Source: an optimization exercise on an open RTL-to-GDS flow (aim: small area, a short achievable clock period and few clock cycles per item). Production flows keep margins and buffers that such runs may drop. Where RTL was checked, it was by simulation tests only, not by an equivalence proof against the original. For runs 2 to 4, only the layout was checked, not whether the RTL still works.

==> flow/design.v (outline; a module is shown in full before it is edited, if it fits) <==
// module fbindct_8bit: 1180 lines
// module fbd_fa: 10 lines
module fbindct_8bit #(
  parameter IN_WIDTH = 8,
  parameter INT_BITS = 6,
  parameter FRAC_BITS = 6,
  parameter INTER_WIDTH = IN_WIDTH + INT_BITS + FRAC_BITS,
  parameter OUT_WIDTH = 20
)(
  input                                        clk,
  input                                        rst,
  input signed [8*IN_WIDTH-1:0]                x_in,
  input                                        ready_in,
  input                                        load,
  output                                       valid_out,
  output signed [8*OUT_WIDTH-1:0]              y_out
);
  // ...
==> flow/flow/run.sh <==
#!/bin/bash
# The standard layout, with plain buf_1 cells as the port buffers instead of the
# delay buffers buffer_ports picks by default. Every port still gets its buffer.
set -euo pipefail
bash standard.sh "BUFFER_PORTS_ARGS=-buffer_cell sky130_fd_sc_hd__buf_1" finish > standard_flow.log 2>&1
==> flow/standard.sh <==
#!/bin/bash
# synth_recipe.tcl (not shown) runs the flow's synth.tcl, then flattens the netlist and writes it again
# the make line also repeats each setting of config.mk as NAME=value (left out here)
make -C /OpenROAD-flow-scripts/flow DESIGN_CONFIG=/design/flow/config.mk WORK_HOME=/design/flow/orfs CLKGATE_MAP_FILE= SYNTH_SCRIPT=/design/flow/synth_recipe.tcl "${@:-finish}"
==> flow/config.mk <==
export PLATFORM = sky130hd
export DESIGN_NAME = fbindct_8bit
export DESIGN_NICKNAME = fbindct_8bit
export VERILOG_FILES = /design/flow/design.v
export SDC_FILE = /design/flow/constraint.sdc
export NUM_CORES = 4
export LEC_CHECK = 0
export ABC_AREA = 1
export CAP_MARGIN = 20
export CORE_MARGIN = 2
export CORE_UTILIZATION = 40
export CTS_BUF_LIST = sky130_fd_sc_hd__clkbuf_4 sky130_fd_sc_hd__clkbuf_8
export SLEW_MARGIN = 20
export SYNTH_HIERARCHICAL = 1
==> flow/constraint.sdc <==
create_clock -name core_clock -period 10.0 [get_ports {clk}]
set_input_delay 2.0000 -clock core_clock [delete_from_list [all_inputs] [get_ports {clk}]]
set_output_delay 2.0000 -clock core_clock [all_outputs]
set_load 0.01 [all_outputs]
==> results.ini, run 1 <==
[worst_setup_path]
worst-path-buf-inv=3
crit_end=y_out[55]
path_class=reg2out
end_kind=primary output
cp_max_fo=8
rr_startpoint=vld

[timing]
worst_pin_slew_ps=933
setup_viol_count_final=0

[floorplanning]
die_w_um=189
tap_cells=448

[synthesis]
yosysMostFrequentCell=inv_1
syn-cell-area_mm2=0.0137
syn_area_per_cell_um2=10.2
synth_top_family_by_area=adder cells
yosys.area_share.simple_pct=6.44

[finish]
multi_input_area_mm2=0.00967
seqCellArea_mm2=0.00239
multi_input_area_share_pct=65.2
sh_seq_area_pct=16.1
largest_reg_flops=13
seq_cell_count=80
clock_area_share_pct=1.28
inverters_excl_clock=329

[grt]
grt_pass1_vias=9608
met2_usage_pct=30.3
antenna_found_initial=4

[drt]
wl_met1_um=14200
antenna_left=0
vias=9107
wl_met2_um=14200
first_pass_iters=6

[clock_tree]
clk_latency_ps=370
post_cts_buffers=0
cts_made_buffers=9

[placement]
port_buffers=206

[status]
outcome=no timing/DRC/antenna violations

Testbench counts, summed over its fixed seeds: cycles 4,096, rows 2,048.
==> run 2: changes to the inputs <==
--- a/flow/design.v
+++ b/flow/design.v
@@ -115,46 +115,16 @@
   wire n1_P9 = n1_p[2] & n1_P1;
   wire n1_G10 = n1_g[4] | (n1_p[4] & n1_G5);
   wire n1_P10 = n1_p[4] & n1_P5;
   wire n1_G11 = n1_g[6] | (n1_p[6] & n1_G8);
   wire n1_P11 = n1_p[6] & n1_P8;
   wire n1_G12 = n1_g[8] | (n1_p[8] & n1_G7);
   wire n1_P12 = n1_p[8] & n1_P7;
   wire [8:0] n1 = {n1_p[8] ^ n1_G7, n1_p[7] ^ n1_G11, n1_p[6] ^ n1_G8, n1_p[5] ^ n1_G10, n1_p[4] ^ n1_G5, n1_p[3] ^ n1_G9, n1_p[2] ^ n1_G1, n1_p[1] ^ n1_g[0], n1_p[0]};
-  wire [8:0] n6_a = {{1{x1[7]}}, x1};
-  wire [8:0] n6_b = ~{{1{x6[7]}}, x6};
-  wire [8:0] n6_p = n6_a ^ n6_b;
-  wire [8:0] n6_g = n6_a & n6_b;
-  wire n6_g0 = n6_a[0] | n6_b[0];
-  wire n6_G1 = n6_g[1] | (n6_p[1] & n6_g0);
-  wire n6_P1 = n6_p[1] & n6_p[0];
-  wire n6_G2 = n6_g[3] | (n6_p[3] & n6_g[2]);
-  wire n6_P2 = n6_p[3] & n6_p[2];
-  wire n6_G3 = n6_g[5] | (n6_p[5] & n6_g[4]);
-  wire n6_P3 = n6_p[5] & n6_p[4];
-  wire n6_G4 = n6_g[7] | (n6_p[7] & n6_g[6]);
-  wire n6_P4 = n6_p[7] & n6_p[6];
-  wire n6_G5 = n6_G2 | (n6_P2 & n6_G1);
-  wire n6_P5 = n6_P2 & n6_P1;
-  wire n6_G6 = n6_G4 | (n6_P4 & n6_G3);
-  wire n6_P6 = n6_P4 & n6_P3;
-  wire n6_G7 = n6_G6 | (n6_P6 & n6_G5);
-  wire n6_P7 = n6_P6 & n6_P5;
-  wire n6_G8 = n6_G3 | (n6_P3 & n6_G5);
-  wire n6_P8 = n6_P3 & n6_P5;
-  wire n6_G9 = n6_g[2] | (n6_p[2] & n6_G1);
-  wire n6_P9 = n6_p[2] & n6_P1;
-  wire n6_G10 = n6_g[4] | (n6_p[4] & n6_G5);
-  wire n6_P10 = n6_p[4] & n6_P5;
-  wire n6_G11 = n6_g[6] | (n6_p[6] & n6_G8);
-  wire n6_P11 = n6_p[6] & n6_P8;
-  wire n6_G12 = n6_g[8] | (n6_p[8] & n6_G7);
-  wire n6_P12 = n6_p[8] & n6_P7;
-  wire [8:0] n6 = {n6_p[8] ^ n6_G7, n6_p[7] ^ n6_G11, n6_p[6] ^ n6_G8, n6_p[5] ^ n6_G10, n6_p[4] ^ n6_G5, n6_p[3] ^ n6_G9, n6_p[2] ^ n6_G1, n6_p[1] ^ n6_g0, ~n6_p[0]};
   wire [8:0] n2_a = {{1{x2[7]}}, x2};
   wire [8:0] n2_b = {{1{x5[7]}}, x5};
   wire [8:0] n2_p = n2_a ^ n2_b;
   wire [8:0] n2_g = n2_a & n2_b;
   wire n2_G1 = n2_g[1] | (n2_p[1] & n2_g[0]);
   wire n2_P1 = n2_p[1] & n2_p[0];
   wire n2_G2 = n2_g[3] | (n2_p[3] & n2_g[2]);
   wire n2_P2 = n2_p[3] & n2_p[2];
@@ -464,36 +434,98 @@
   wire nz_P11 = nz_p[2] & nz_P1;
   wire nz_G12 = nz_g[4] | (nz_p[4] & nz_G6);
   wire nz_P12 = nz_p[4] & nz_P6;
   wire nz_G13 = nz_g[6] | (nz_p[6] & nz_G9);
   wire nz_P13 = nz_p[6] & nz_P9;
   wire nz_G14 = nz_g[8] | (nz_p[8] & nz_G8);
   wire nz_P14 = nz_p[8] & nz_P8;
   wire [9:0] nz = {nz_p[9] ^ nz_G14, nz_p[8] ^ nz_G8, nz_p[7] ^ nz_G13, nz_p[6] ^ nz_G9, nz_p[5] ^ nz_G12, nz_p[4] ^ nz_G6, nz_p[3] ^ nz_G11, nz_p[2] ^ nz_G1, nz_p[1] ^ nz_g0, ~nz_p[0]};
-  wire w10001 = 1'b1 ^ n5[7];
-  wire w10002 = 1'b1 & n5[7];
-  wire w10003 = n5[2] ^ n5[3];
-  wire w10004 = n5[2] & n5[3];
-  wire w10005s, w10005c;
-  fbd_fa u10005 (.a(n5[3]), .b(n5[4]), .c(n6[1]), .s(w10005s), .co(w10005c));
-  wire w10006s, w10006c;
-  fbd_fa u10006 (.a(n5[4]), .b(n5[5]), .c(n6[2]), .s(w10006s), .co(w10006c));
-  wire w10007s, w10007c;
-  fbd_fa u10007 (.a(n5[5]), .b(n5[6]), .c(n6[3]), .s(w10007s), .co(w10007c));
-  wire w10008s, w10008c;
-  fbd_fa u10008 (.a(n5[6]), .b(n5[7]), .c(n6[4]), .s(w10008s), .co(w10008c));
-  wire w10009s, w10009c;
-  fbd_fa u10009 (.a(~n5[8]), .b(n6[5]), .c(w10001), .s(w10009s), .co(w10009c));
-  wire w10010s, w10010c;
-  fbd_fa u10010 (.a(~n5[8]), .b(n6[6]), .c(w10002), .s(w10010s), .co(w10010c));
-  wire w10011 = 1'b1 ^ n6[7];
-  wire w10012 = 1'b1 & n6[7];
-  wire [12:0] nu_a = {1'b1, w10012, w10010c, w10009c, w10008c, w10007c, w10006c, w10005c, w10004, w10003, n5[1], n5[0], n5[0]};
-  wire [12:0] nu_b = {1'b0, ~n6[8], w10011, w10010s, w10009s, w10008s, w10007s, w10006s, w10005s, n6[0], n5[2], n5[1], 1'b0};
+  wire w10001 = 1'b1 ^ x2[2];
+  wire w10002 = 1'b1 & x2[2];
+  wire w10003 = x2[3] ^ x2[4];
+  wire w10004 = x2[3] & x2[4];
+  wire w10005 = x2[4] ^ x2[5];
+  wire w10006 = x2[4] & x2[5];
+  wire w10007 = x2[5] ^ x2[6];
+  wire w10008 = x2[5] & x2[6];
+  wire w10009 = x2[6] ^ ~x2[7];
+  wire w10010 = x2[6] & ~x2[7];
+  wire w10011 = 1'b1 ^ x2[0];
+  wire w10012 = 1'b1 & x2[0];
+  wire w10013 = x2[1] ^ x2[2];
+  wire w10014 = x2[1] & x2[2];
+  wire w10015s, w10015c;
+  fbd_fa u10015 (.a(~x2[3]), .b(x5[2]), .c(x5[3]), .s(w10015s), .co(w10015c));
+  wire w10016 = x1[0] ^ ~x6[0];
+  wire w10017 = x1[0] & ~x6[0];
+  wire w10018s, w10018c;
+  fbd_fa u10018 (.a(x5[3]), .b(x5[4]), .c(x6[1]), .s(w10018s), .co(w10018c));
+  wire w10019s, w10019c;
+  fbd_fa u10019 (.a(x1[1]), .b(w10002), .c(w10003), .s(w10019s), .co(w10019c));
+  wire w10020s, w10020c;
+  fbd_fa u10020 (.a(x5[4]), .b(x5[5]), .c(x6[2]), .s(w10020s), .co(w10020c));
+  wire w10021s, w10021c;
+  fbd_fa u10021 (.a(x1[2]), .b(w10004), .c(w10005), .s(w10021s), .co(w10021c));
+  wire w10022s, w10022c;
+  fbd_fa u10022 (.a(x5[5]), .b(x5[6]), .c(x6[3]), .s(w10022s), .co(w10022c));
+  wire w10023s, w10023c;
+  fbd_fa u10023 (.a(x1[3]), .b(w10006), .c(w10007), .s(w10023s), .co(w10023c));
+  wire w10024s, w10024c;
+  fbd_fa u10024 (.a(~x5[6]), .b(x5[7]), .c(x1[4]), .s(w10024s), .co(w10024c));
+  wire w10025s, w10025c;
+  fbd_fa u10025 (.a(~x6[4]), .b(w10008), .c(w10009), .s(w10025s), .co(w10025c));
+  wire w10026 = 1'b1 ^ ~x2[7] ^ x5[7];
+  wire w10027 = (1'b1 & ~x2[7]) | (1'b1 & x5[7]) | (~x2[7] & x5[7]);
+  wire w10028s, w10028c;
+  fbd_fa u10028 (.a(x1[5]), .b(~x6[5]), .c(w10010), .s(w10028s), .co(w10028c));
+  wire w10029 = x2[1] ^ ~x5[0];
+  wire w10030 = x2[1] & ~x5[0];
+  wire w10031s, w10031c;
+  fbd_fa u10031 (.a(x5[1]), .b(x5[2]), .c(~w10012), .s(w10031s), .co(w10031c));
+  wire w10032s, w10032c;
+  fbd_fa u10032 (.a(w10014), .b(w10016), .c(w10001), .s(w10032s), .co(w10032c));
+  wire w10033s, w10033c;
+  fbd_fa u10033 (.a(~w10017), .b(w10018s), .c(w10015c), .s(w10033s), .co(w10033c));
+  wire w10034s, w10034c;
+  fbd_fa u10034 (.a(w10018c), .b(w10020s), .c(~w10019c), .s(w10034s), .co(w10034c));
+  wire w10035s, w10035c;
+  fbd_fa u10035 (.a(w10020c), .b(w10022s), .c(~w10021c), .s(w10035s), .co(w10035c));
+  wire w10036s, w10036c;
+  fbd_fa u10036 (.a(~w10022c), .b(w10024s), .c(w10023c), .s(w10036s), .co(w10036c));
+  wire w10037s, w10037c;
+  fbd_fa u10037 (.a(w10024c), .b(w10026), .c(w10025c), .s(w10037s), .co(w10037c));
+  wire w10038s, w10038c;
+  fbd_fa u10038 (.a(x1[6]), .b(~x6[6]), .c(w10027), .s(w10038s), .co(w10038c));
+  wire w10039 = 1'b1 ^ ~x1[7];
+  wire w10040 = 1'b1 & ~x1[7];
+  wire w10041 = 1'b1 ^ x2[0];
+  wire w10042 = 1'b1 & x2[0];
+  wire w10043s, w10043c;
+  fbd_fa u10043 (.a(~x5[1]), .b(w10029), .c(w10011), .s(w10043s), .co(w10043c));
+  wire w10044s, w10044c;
+  fbd_fa u10044 (.a(w10030), .b(w10013), .c(~w10031s), .s(w10044s), .co(w10044c));
+  wire w10045s, w10045c;
+  fbd_fa u10045 (.a(w10015s), .b(w10031c), .c(~w10032s), .s(w10045s), .co(w10045c));
+  wire w10046s, w10046c;
+  fbd_fa u10046 (.a(w10032c), .b(w10019s), .c(~w10033s), .s(w10046s), .co(w10046c));
+  wire w10047s, w10047c;
+  fbd_fa u10047 (.a(~w10021s), .b(w10033c), .c(w10034s), .s(w10047s), .co(w10047c));
+  wire w10048s, w10048c;
+  fbd_fa u10048 (.a(~w10023s), .b(w10034c), .c(w10035s), .s(w10048s), .co(w10048c));
+  wire w10049s, w10049c;
+  fbd_fa u10049 (.a(w10025s), .b(~w10035c), .c(w10036s), .s(w10049s), .co(w10049c));
+  wire w10050s, w10050c;
+  fbd_fa u10050 (.a(w10028s), .b(w10036c), .c(w10037s), .s(w10050s), .co(w10050c));
+  wire w10051s, w10051c;
+  fbd_fa u10051 (.a(w10028c), .b(w10038s), .c(w10037c), .s(w10051s), .co(w10051c));
+  wire w10052s, w10052c;
+  fbd_fa u10052 (.a(x6[7]), .b(w10039), .c(w10038c), .s(w10052s), .co(w10052c));
+  wire [12:0] nu_a = {1'b1, w10052c, w10051c, w10050c, w10049c, ~w10048c, ~w10047c, w10046c, ~w10045c, w10044c, w10043c, w10042, w10041};
+  wire [12:0] nu_b = {1'b0, w10040, w10052s, w10051s, w10050s, w10049s, ~w10048s, ~w10047s, w10046s, ~w10045s, w10044s, w10043s, ~x5[0]};
   wire [12:0] nu_p = nu_a ^ nu_b;
   wire [12:0] nu_g = nu_a & nu_b;
   wire nu_G1 = nu_g[1] | (nu_p[1] & nu_g[0]);
   wire nu_P1 = nu_p[1] & nu_p[0];
   wire nu_G2 = nu_g[3] | (nu_p[3] & nu_g[2]);
   wire nu_P2 = nu_p[3] & nu_p[2];
   wire nu_G3 = nu_g[5] | (nu_p[5] & nu_g[4]);
   wire nu_P3 = nu_p[5] & nu_p[4];
==> flow/config.mk (replaced) <==
export PLATFORM = sky130hd
export DESIGN_NAME = fbindct_8bit
export DESIGN_NICKNAME = fbindct_8bit
export VERILOG_FILES = /design/flow/design.v
export SDC_FILE = /design/flow/constraint.sdc
export NUM_CORES = 4
export LEC_CHECK = 0
export CAP_MARGIN = 20
export CORE_MARGIN = 2
export CORE_UTILIZATION = 40
export SETUP_SLACK_MARGIN = 4.2
export SLEW_MARGIN = 20
export SYNTH_HIERARCHICAL = 1
==> run 2 against run 1 <==
  * Still clean on timing, DRC and antenna
  * Routed wire length down 1.0%
  * Non-clock buffer count up 35
  * Design area up 5.8%
  * Area after synthesis down 0.16%
  * First-iteration DRC count up 8.6%
==> results.ini, run 2 <==
[floorplanning]
design.die.area_mm2=0.0357
die_w_um=189  ; about the same
initial_core_util_pct=40.7
core_mm2=0.0336
rows=67
die_y_um=189
io_pins=229

[synthesis]
yosysMostFrequentCell=inv_1
synth_cell_types=49
ys_top_cells_by_area=fa_1 (32%), ha_1 (21%), edfxtp_1 (17%)
async_reset_ff_share_pct=0
synth_seq_cells=80
syn-cell-area_mm2=0.0137  ; -0.16%
synthCells=1253
yosys.area.top_type_share_pct=32.2
synth_common_cells=inv_1 (303), ha_1 (230), fa_1 (220)
synth_edf_count=79
syn_area_per_cell_um2=10.9  ; +7.6%
ys.flop_type=edfxtp_1
yosys_warnings=7
ys_seq_area_share_pct=17.5
synth_top_area_cell=fa_1

[timing]
period_needed_ps=6030
max_slew_margin_pct=29.3
worst_pin_slew_ps=1060  ; +128 ps
skew_ps=0
finalCritPeriodShare_pct=60.3
post-route-worst-setup-slack_ps=3970
fin_setup_tns_ps=0
hold_viol=0
maxSlewViolCount=0
setup_viol_count_final=0  ; unchanged
fmax_ghz=0.166
rsz0062_at_grt=true

[placement]
hpwl_um=26000
port_buffers=206  ; unchanged
gp_congestion=0.809
dp_worst_setup_slack_ps=4050

[finish]
nNetsFinal=1982
drive_gt1_share_pct=10.6
largest_reg_flops=13  ; unchanged
layout_commonest_cell=inv_1
top_register=u_n
area_growth_pct=14.6
final_cell_mix=inv_1 (299), ha_1 (217), fa_1 (210), buf_1 (180), edfxtp_1 (79)
fillers=3183

[worst_setup_path]
cp_cell_sequence=fa_1, fa_1, fa_1, ha_4, nand4_1, a211oi_2, o21bai_2, a211o_1, nand2_1, fa_2, buf_2
worst-path-stages=11
regToRegSetupSlack_ps=9430
path_class=reg2out
crit_family=adder cells
crit_top_cell=fa_1
cp_max_fo=4  ; -4
cp-startpoint=u_n[5]
required_ps=8000
critPathSlowestCell=fa_1
start_kind=register
rr_startpoint=vld
r2r_end=vld
end_kind=primary output
cp_slowest_stage_delay_ps=530
worst-path-buf-inv=1  ; -2
crit_end=y_out[114]
ff2ff_path_depth=2
cp_data_arrival_time_ps=4030

[grt]
antenna_found_initial=7  ; +3
grt_pass1_vias=9431  ; -1.8%
overflow=0
grt_max_degree=80
track_usage_pct=17.4
grt_pass1_wl_um=48700

[status]
outcome=no timing/DRC/antenna violations

[worst_hold_path]
min-delay-path-class=reg2reg

[run]
cap_violations=0

[drt]
drt-vias-per-instance=4.54
first_pass_iters=5  ; -1
drcViolationCount=0
routed_wirelength_um=29900
wl_per_cell_um=15.5
antenna_left=0  ; unchanged
drt_iter0_markers=327
vias=8734  ; -4.1%

[clock_tree]
cts.htree.levels=3
clkTransAtPathRegs_ps=70
cts_made_buffers=9  ; unchanged
clock_sinks=80
root_buffer=clkbuf_16
cts_tree=built
clk_latency_ps=340  ; -30 ps
cts_max_path_buffers=2

## run 2: cell types whose count changed in the layout (fill, tap and decap cells not counted), sizes merged, moves of 6 or more
cell / previous run / this run
nand2: 120 / 23
buf: 206 / 234
nand3: 27 / 0
inv: 329 / 303
fa: 202 / 220
o21ai: 9 / 20
nand4: 11 / 1
a21o: 25 / 34
nand2b: 0 / 9
clkbuf: 11 / 17
## run 2: per-stage QoR
step                      hold WS [ps]  utilization, %  std cells  cell area (um2)
after floorplan                    521               -       1274            13800
after global placement             470            43.6       1866            14700
after CTS                          494            45.9       1910            15400
final                              495            46.7       1922            15700
after detailed placement           474            43.6       1866            14700
after global routing               512            46.6       1919            15700
## run 2: cell families (layout without fill, tap and decap cells)
| family | after synthesis | after routing | synth area share [%] |
|---|---|---|---|
| buffers and inverters | 366 | 561 | 11.6 |
| AND/OR/NAND/NOR | 83 | 83 | 2.75 |
| adder cells (fa/ha/maj) | 450 | 450 | 53.2 |
| XOR/XNOR | 95 | 95 | 6.08 |
| AO/OA/AOI/OAI | 177 | 177 | 8.81 |
| flip-flops | 80 | 80 | 17.5 |
| other | 1 | 27 | 0.0274 |
| multiplexers | 1 | 1 | 0.0731 |
## run 2: metal layers
| layer | share of wire (%) | global-route usage, % | vias to the layer above |
|---|---|---|---|
| met5 | 0.080 | 0 | - |
| met4 | 0.75 | 2.64 | 4 |
| met3 | 5.0 | 3.35 | 17 |
| met2 | 49 | 29.6 | 151 |
| met1 | 46 | 23.6 | 4243 |
| li1 | - | - | 4319 |
## run 2: repair_timing
| action | 4_1_cts | 5_1_grt |
|---|---|---|
| setup buffers | 28 | 7 |
| hold buffers | 0 | 0 |
| pin swaps | 18 | 22 |
| gates resized for setup | 52 | 53 |
| cloned | 0 | 0 |
| endpoints found under the setup margin | 33 | 31 |
## run 2: layout make-up
cell class                      instances  area, um2  share of cell area, %
Sequential cell                        80       2390                   15.3
Clock buffer                            9        225                   1.44
Inverter                              303       1140                   7.25
Clock inverter                          7       96.3                  0.614
Antenna cell                            5       12.5                 0.0798
Multi-Input combinational cell        828      10200                   64.8
Tap cell                              448        561                   3.57
Timing Repair Buffer                  242       1100                   7.03
## run 2: how the worst min path moves through the flow
| stage | start | end | cells after the start | slack, ps |
|---|---|---|---|---|
| 2_1_floorplan | vld | vld | 2 | 520 |
| 3_3_place_gp | vld | vld | 2 | 470 |
| 3_5_place_dp | vld | vld | 2 | 470 |
| 4_1_cts | vld | vld | 2 | 490 |
| 5_1_grt | vld | vld | 2 | 510 |
| 6_report | vld | vld | 2 | 490 |
## run 2: modules after synthesis, one instance, submodules excluded
module	flops+latches	cells inside	cell area, um2
fbindct_8bit	80	1142	11500
fbd_fa	0	1	20.0
## run 2: worst min-delay path, cell delays in order, from the launching register on
cell	delay, ps
dfxtp_1	330
a21oi_1	60
nor2_1	70
==> run 3: changes to the inputs <==
--- a/flow/config.mk
+++ b/flow/config.mk
@@ -8,6 +8,5 @@
 export CAP_MARGIN = 20
 export CORE_MARGIN = 2
 export CORE_UTILIZATION = 40
-export SETUP_SLACK_MARGIN = 4.2
 export SLEW_MARGIN = 20
 export SYNTH_HIERARCHICAL = 1
==> run 3 against run 2 <==
  * Clock skew is the same
  * Worst setup slack lost 300 ps
  * Worst hold slack is essentially flat
  * Register-to-register slack is essentially flat
  * Flip-flop and latch count is the same
==> results.ini, run 3 <==
[timing]
worst_pin_slew_ps=1070  ; +10.5 ps
skew_ps=0  ; unchanged
period_needed_ps=6330  ; +296 ps
fin_setup_tns_ps=0  ; unchanged
finalCritPeriodShare_pct=63.3  ; +3.0 points
setup_viol_count_final=0  ; unchanged
max_slew_margin_pct=28.6  ; -0.70 points
fin_hold_ws_ps=495  ; -0.105 ps
rsz0062_at_grt=false
maxSlewViolCount=0  ; unchanged
hold_viol=0  ; unchanged
fmax_ghz=0.158  ; -4.7%

[synthesis]
synth_top_area_cell=fa_1
ys_seq_area_share_pct=17.5  ; unchanged
yosys.area.top_type_share_pct=32.2  ; unchanged
async_reset_ff_share_pct=0  ; unchanged
ys_top_cells_by_area=fa_1 (32%), ha_1 (21%), edfxtp_1 (17%)
synthCells=1253  ; unchanged
yosysMostFrequentCell=inv_1
synth_edf_count=79  ; unchanged
ys.flop_type=edfxtp_1
syn_area_per_cell_um2=10.9  ; unchanged
synth_cell_types=49  ; unchanged
synth_seq_cells=80  ; unchanged
synth_common_cells=inv_1 (303), ha_1 (230), fa_1 (220)
yosys_warnings=7  ; unchanged
syn-cell-area_mm2=0.0137  ; unchanged

[clock_tree]
post_cts_buffers=0  ; -100%
clk_latency_ps=340  ; about the same
clkTransAtPathRegs_ps=70  ; about the same
cts_made_buffers=9  ; unchanged
clock_sinks=80  ; unchanged
root_buffer=clkbuf_16
cts_resized=0  ; -100%
cts_tree=built
cts.htree.levels=3  ; unchanged
hold_buffers=0  ; unchanged
cts_max_path_buffers=2  ; unchanged

[grt]
track_usage_pct=17.0  ; -0.46 points
grt_pass1_wl_um=47500  ; -2.5%
grt_max_degree=80  ; unchanged
overflow=0  ; unchanged
antenna_found_initial=7  ; unchanged
grt_pass1_vias=9242  ; -2.0%

[worst_setup_path]
cp_max_fo=5  ; +1
cp_cell_sequence=fa_1, fa_1, fa_1, ha_1, a21oi_1, nor2_1, a211oi_1, and2_1, o21ai_0, fa_1, xor2_1, buf_1
path_class=reg2out
critPathSlowestCell=edfxtp_1
regToRegSetupSlack_ps=9430  ; about the same
cp_data_arrival_time_ps=4330  ; +300 ps
ff2ff_path_depth=2  ; unchanged
end_kind=primary output
crit_top_cell=fa_1
required_ps=8000  ; about the same
rr_startpoint=vld
cp_slowest_stage_delay_ps=520  ; about the same
r2r_end=vld
start_kind=register

[placement]
hpwl_um=26000  ; unchanged
port_buffers=206  ; unchanged
placed_area_mm2=0.0147  ; unchanged
dp.cells=1866  ; unchanged
gp_congestion=0.809  ; unchanged

[floorplanning]
io_pins=229  ; unchanged
die_w_um=189  ; unchanged
initial_core_util_pct=40.7  ; unchanged
core_mm2=0.0336  ; unchanged
rows=67  ; unchanged
design.die.area_mm2=0.0357  ; unchanged
die_y_um=189  ; unchanged

[drt]
drt-vias-per-instance=4.53  ; -0.41%
vias=8540  ; -2.2%
drt_iter0_markers=319  ; -2.4%
first_pass_iters=4  ; -1
routed_wirelength_um=28800  ; -3.6%
drcViolationCount=0  ; unchanged
antenna_left=0  ; unchanged
wl_per_cell_um=15.3  ; -1.8%

[run]
cap_violations=0  ; unchanged

[finish]
final_cells=1887  ; -1.8%
top_register=u_n
drive_gt1_share_pct=2.72  ; -7.8 points
final_area_mm2=0.0150  ; -4.4%
nNetsFinal=1947  ; -1.8%
largest_reg_flops=13  ; unchanged
layout_commonest_cell=inv_1
fillers=3238  ; +1.7%
final_cell_mix=inv_1 (303), ha_1 (230), fa_1 (220), buf_1 (205), edfxtp_1 (79)
area_growth_pct=9.55
utilization_pct=44.6  ; -2.0 points

[status]
outcome=no timing/DRC/antenna violations

[worst_hold_path]
holdPathStages=2  ; unchanged
hold_end=vld
hold_start=vld
min-delay-path-class=reg2reg

==> run 3: worst max-delay path by stage <==
stage,startpoint,end,slack (ps),cells after the start
floorplan,u_n[4],y_out[117],4320,11
global placement,u_n[4],y_out[113],4110,12
detailed placement,u_n[4],y_out[113],4050,12
CTS,u_n[4],y_out[113],3660,12
global route,u_n[4],y_out[113],3360,12
finish,u_n[4],y_out[113],3670,12
==> run 3: worst max-delay path, delay by kind of cell, from the launching register on <==
kind / cells / cell delay, ps
xor+xnor: 1 / 160
buf+inv: 1 / 160
flops: 1 / 520
compound gates: 3 / 690
simple gates: 2 / 280
fa+ha+maj: 5 / 2170
==> run 3: area by class of cell <==
cell class | instances | area [um2] | share of cell area, %
diodes | 5 | 12.5 | 0.0834
repair buffers | 207 | 785 | 5.23
inverters | 303 | 1140 | 7.58
multi-input cells | 828 | 9790 | 65.3
clock buffers | 9 | 225 | 1.50
well taps | 448 | 561 | 3.74
flip-flops and latches | 80 | 2390 | 16.0
clock inverters | 7 | 96.3 | 0.642
==> run 3: cells by family after synthesis <==
| family | Yosys count | share of synthesized area [%] |
|---|---|---|
| DFF | 80 | 17.5 |
| AOI/OAI and AO/OA | 177 | 8.81 |
| other | 1 | 0.0274 |
| adders and majority gates | 450 | 53.2 |
| and+or+nand+nor | 83 | 2.75 |
| xor gates and xnor gates | 95 | 6.08 |
| muxes | 1 | 0.0731 |
| buffers and inverters | 366 | 11.6 |
==> run 3: layer usage <==
metal  vias up  share of wire, %  global-route usage (%)
li1       4247                 -                       -
met1      4129                46                    23.0
met2       146                48                    28.7
met3        14               5.3                    3.35
met4         4              0.77                    2.64
met5         -             0.083                       0
==> run 3: metrics by stage <==
step,setup slack (ps)
global placement,4110
floorplan,4320
finish,3670
detailed placement,4050
CTS,3660
global route,3360
==> run 3: Yosys stat by module, one instance, submodules excluded <==
module        flip-flops and latches  cells  times used
fbindct_8bit                      80   1142           1
fbd_fa                             0      1         111
==> run 4: changes to the inputs <==
--- a/flow/config.mk
+++ b/flow/config.mk
@@ -5,6 +5,7 @@
 export SDC_FILE = /design/flow/constraint.sdc
 export NUM_CORES = 4
 export LEC_CHECK = 0
+export ABC_AREA = 1
 export CAP_MARGIN = 20
 export CORE_MARGIN = 2
 export CORE_UTILIZATION = 40
==> run 4 against run 3 <==
  * Still clean on timing, DRC and antenna
  * Via count up 7.6%
  * Critical path depth up 3
  * Core utilization down 0.31 points
  * Synthesized cell count up 8.9%
  * Clock skew unchanged
  * Design area up 2.0%
  * First-iteration DRC count up 4.4%
  * Critical path type unchanged
==> results.ini, run 4 <==
[synthesis]
syn_area_per_cell_um2=10.3  ; -6.0%
synth_top_area_cell=fa_1
synth_common_cells=inv_1 (323), ha_1 (230), fa_1 (220)
ys.flop_type=edfxtp_1
ys_seq_area_share_pct=17.1  ; -0.39 points
ys_top_cells_by_area=fa_1 (31%), ha_1 (21%), edfxtp_1 (17%)
synth_cell_types=41  ; -16%
async_reset_ff_share_pct=0  ; unchanged
syn-cell-area_mm2=0.0140  ; +2.3%
synthCells=1364  ; +8.9%
synth_seq_cells=80  ; unchanged
yosys_warnings=7  ; unchanged
synth_edf_count=79  ; unchanged
yosys.area.top_type_share_pct=31.4  ; -0.73 points
yosysMostFrequentCell=inv_1

[drt]
drcViolationCount=0  ; unchanged
routed-wl-met3_um=1230  ; -19%
vias=9189  ; +7.6%
routed_wirelength_um=30200  ; +5.0%
wl_met2_um=14600  ; +6.1%
wl_per_cell_um=15.1  ; -0.88%
first_pass_iters=4  ; unchanged
routed.top_layer=met5
antenna_left=0  ; unchanged
drt_iter0_markers=333  ; +4.4%
wl_met1_um=13900  ; +5.0%
drt-vias-per-instance=4.60  ; +1.6%

[floorplanning]
rows=68  ; +1.5%
die_y_um=191  ; +1.1%
core_mm2=0.0345  ; +2.8%
initial_core_util_pct=40.5  ; -0.18 points
io_pins=229  ; unchanged
design.die.area_mm2=0.0365  ; +2.3%
die_w_um=191  ; +1.1%

[finish]
top_register=u_n
layout_commonest_cell=inv_1
multi_input_area_mm2=0.00992  ; +1.4%
final_area_mm2=0.0153  ; +2.0%
final_cell_mix=inv_1 (323), ha_1 (230), fa_1 (220), buf_1 (205), nand2_1 (108)
fillers=3393  ; +4.8%
largest_reg_flops=13  ; unchanged
seqCellArea_mm2=0.00239  ; unchanged
nNetsFinal=2055  ; +5.5%
drive_gt1_share_pct=3.89  ; +1.2 points
area_growth_pct=9.26

[clock_tree]
clk_latency_ps=340  ; about the same
cts_made_buffers=9  ; unchanged
cts.htree.levels=3  ; unchanged
root_buffer=clkbuf_16
clock_sinks=80  ; unchanged
cts_resized=0  ; unchanged
clkTransAtPathRegs_ps=70  ; about the same
cts_max_path_buffers=2  ; unchanged
cts_tree=built
hold_buffers=0  ; unchanged
post_cts_buffers=0  ; unchanged

[timing]
finalCritPeriodShare_pct=60.4  ; -2.9 points
fin_setup_tns_ps=0  ; unchanged
fmax_ghz=0.166  ; +4.8%
post-route-worst-setup-slack_ps=3960  ; +290 ps
skew_ps=0  ; unchanged
worst_pin_slew_ps=939  ; -132 ps
max_slew_margin_pct=37.4  ; +8.8 points
rsz0062_at_grt=false
hold_viol=0  ; unchanged
setup_viol_count_final=0  ; unchanged
maxSlewViolCount=0  ; unchanged
period_needed_ps=6040  ; -290 ps

[placement]
dp_worst_setup_slack_ps=4270  ; +221 ps
placed_area_mm2=0.0150  ; +2.0%
hpwl_um=27400  ; +5.4%
port_buffers=206  ; unchanged
gp_congestion=0.853  ; +5.5%

[grt]
grt_pass1_wl_um=48200  ; +1.4%
track_usage_pct=17.1  ; +0.14 points
grt_pass1_vias=9446  ; +2.2%
antenna_found_initial=5  ; -2
grt_max_degree=72  ; -10%
overflow=0  ; unchanged

[worst_setup_path]
path_class=reg2out
start_kind=register
end_kind=primary output
required_ps=8000  ; about the same
cp-startpoint=c3h[2]
cp_data_arrival_time_ps=4040  ; -290 ps
rr_startpoint=vld
cp_max_fo=8  ; +3

[worst_hold_path]
hold_start=vld
min-delay-path-class=reg2reg

[status]
outcome=no timing/DRC/antenna violations

[run]
cap_violations=0  ; unchanged

[run 4: cell count changes in the layout (fill, tap and decap cells not counted), moves of 6 or more]
cell,change
o21a_1,-6
o21ai_0,-16
nand3_1,+25
inv_1,+20
nand2b_1,-9
nand2_1,+85
nand2_2,+10
inv_2,+18
a21o_1,-9
[run 4: logic make-up after synthesis]
kind of cell | share of synthesized area, %
AO/OA/AOI/OAI | 6.02
XOR/XNOR | 5.94
adder cells (fa/ha/maj) | 52.0
buffers and inverters | 12.6
flip-flops | 17.1
other | 0.0268
AND/OR/NAND/NOR | 6.31
[run 4: worst paths after layout]
kind,endpoint,slack (ps),depth (start not counted)
setup / recovery,y_out[55],3960,15
hold reg to reg,vld,500,2
setup reg to reg,vld,9390,2
hold / removal,vld,500,2
[run 4: layout make-up]
type / count / area share, %
clock buffers: 11 / 1.65
diodes: 2 / 0.0327
multi-input cells: 895 / 64.8
repair buffers: 207 / 5.13
flip-flops and latches: 80 / 15.6
clock inverters: 5 / 0.564
well taps: 455 / 3.72
inverters: 344 / 8.44
[run 4: per-module statistics from Yosys (local to each module, per instance)]
module	cells inside	flops+latches	copies in the design
fbd_fa	1	0	111
fbindct_8bit	1253	80	1
[run 4: per-stage QoR]
stage,std cells,hold WS (ps),util [%]
final,1999,504,44.3
after global routing,1998,553,44.3
after CTS,1997,506,44.3
after detailed placement,1981,491,43.3
after global placement,1981,473,43.3
after floorplan,1385,524,-
[run 4: layer usage]
layer	track usage (%)	vias to the layer above
li1	-	4505
met1	23.0	4458
met2	29.5	192
met3	2.26	28
met4	3.61	6
met5	0	-
[run 4: critical path, cell delays in order (launching register included)]
cell      delay [ps]
edfxtp_1         560
inv_1            140
fa_1             460
fa_1             510
fa_1             410
ha_1             330
a21o_1           200
nand3_1           60
nand2_1           50
inv_1             50
nand2_1           90
nand3_1           80
nand2_1           60
fa_1             380
xor2_1           150
buf_1            160

separate check: timing with driven ports:
In the flow no input, the clock included, has a driving cell. The finished layouts below were timed again as built, in two steps.
Step 1 (the two cells are an assumption about what drives the block):
set clk [get_ports {clk}]
set_driving_cell -lib_cell sky130_fd_sc_hd__clkbuf_16 $clk
set_driving_cell -lib_cell sky130_fd_sc_hd__buf_2 [delete_from_list [all_inputs] $clk]
Step 2 moves the port delays by t, midway between the first and last clock arrival at a register: inputs arrive t later, outputs are due t later. That takes back most of the time a late clock gives input paths.
a / b / c = no drivers / after step 1 / after step 2; a / b = the first two.
run | t (ns) | setup slack, ns | hold slack, ns | worst slew at a driven data input, ns
run 1 | 0.411 | 3.899 / 3.857 / 3.798 | 0.540 / 0.540 / 0.540 | 0.09
run 2 | 0.384 | 3.968 / 3.924 / 4.229 | 0.495 / 0.495 / 0.495 | 0.09
run 3 | 0.385 | 3.672 / 3.627 / 4.012 | 0.495 / 0.495 / 0.495 | 0.08
run 4 | 0.382 | 3.962 / 3.917 / 4.239 | 0.504 / 0.504 / 0.504 | 0.08
After both steps setup and hold are still met in every run listed. For run 1, which loses most, drivers alone change the setup slack by -0.042 ns; drivers and shift together by -0.101 ns.
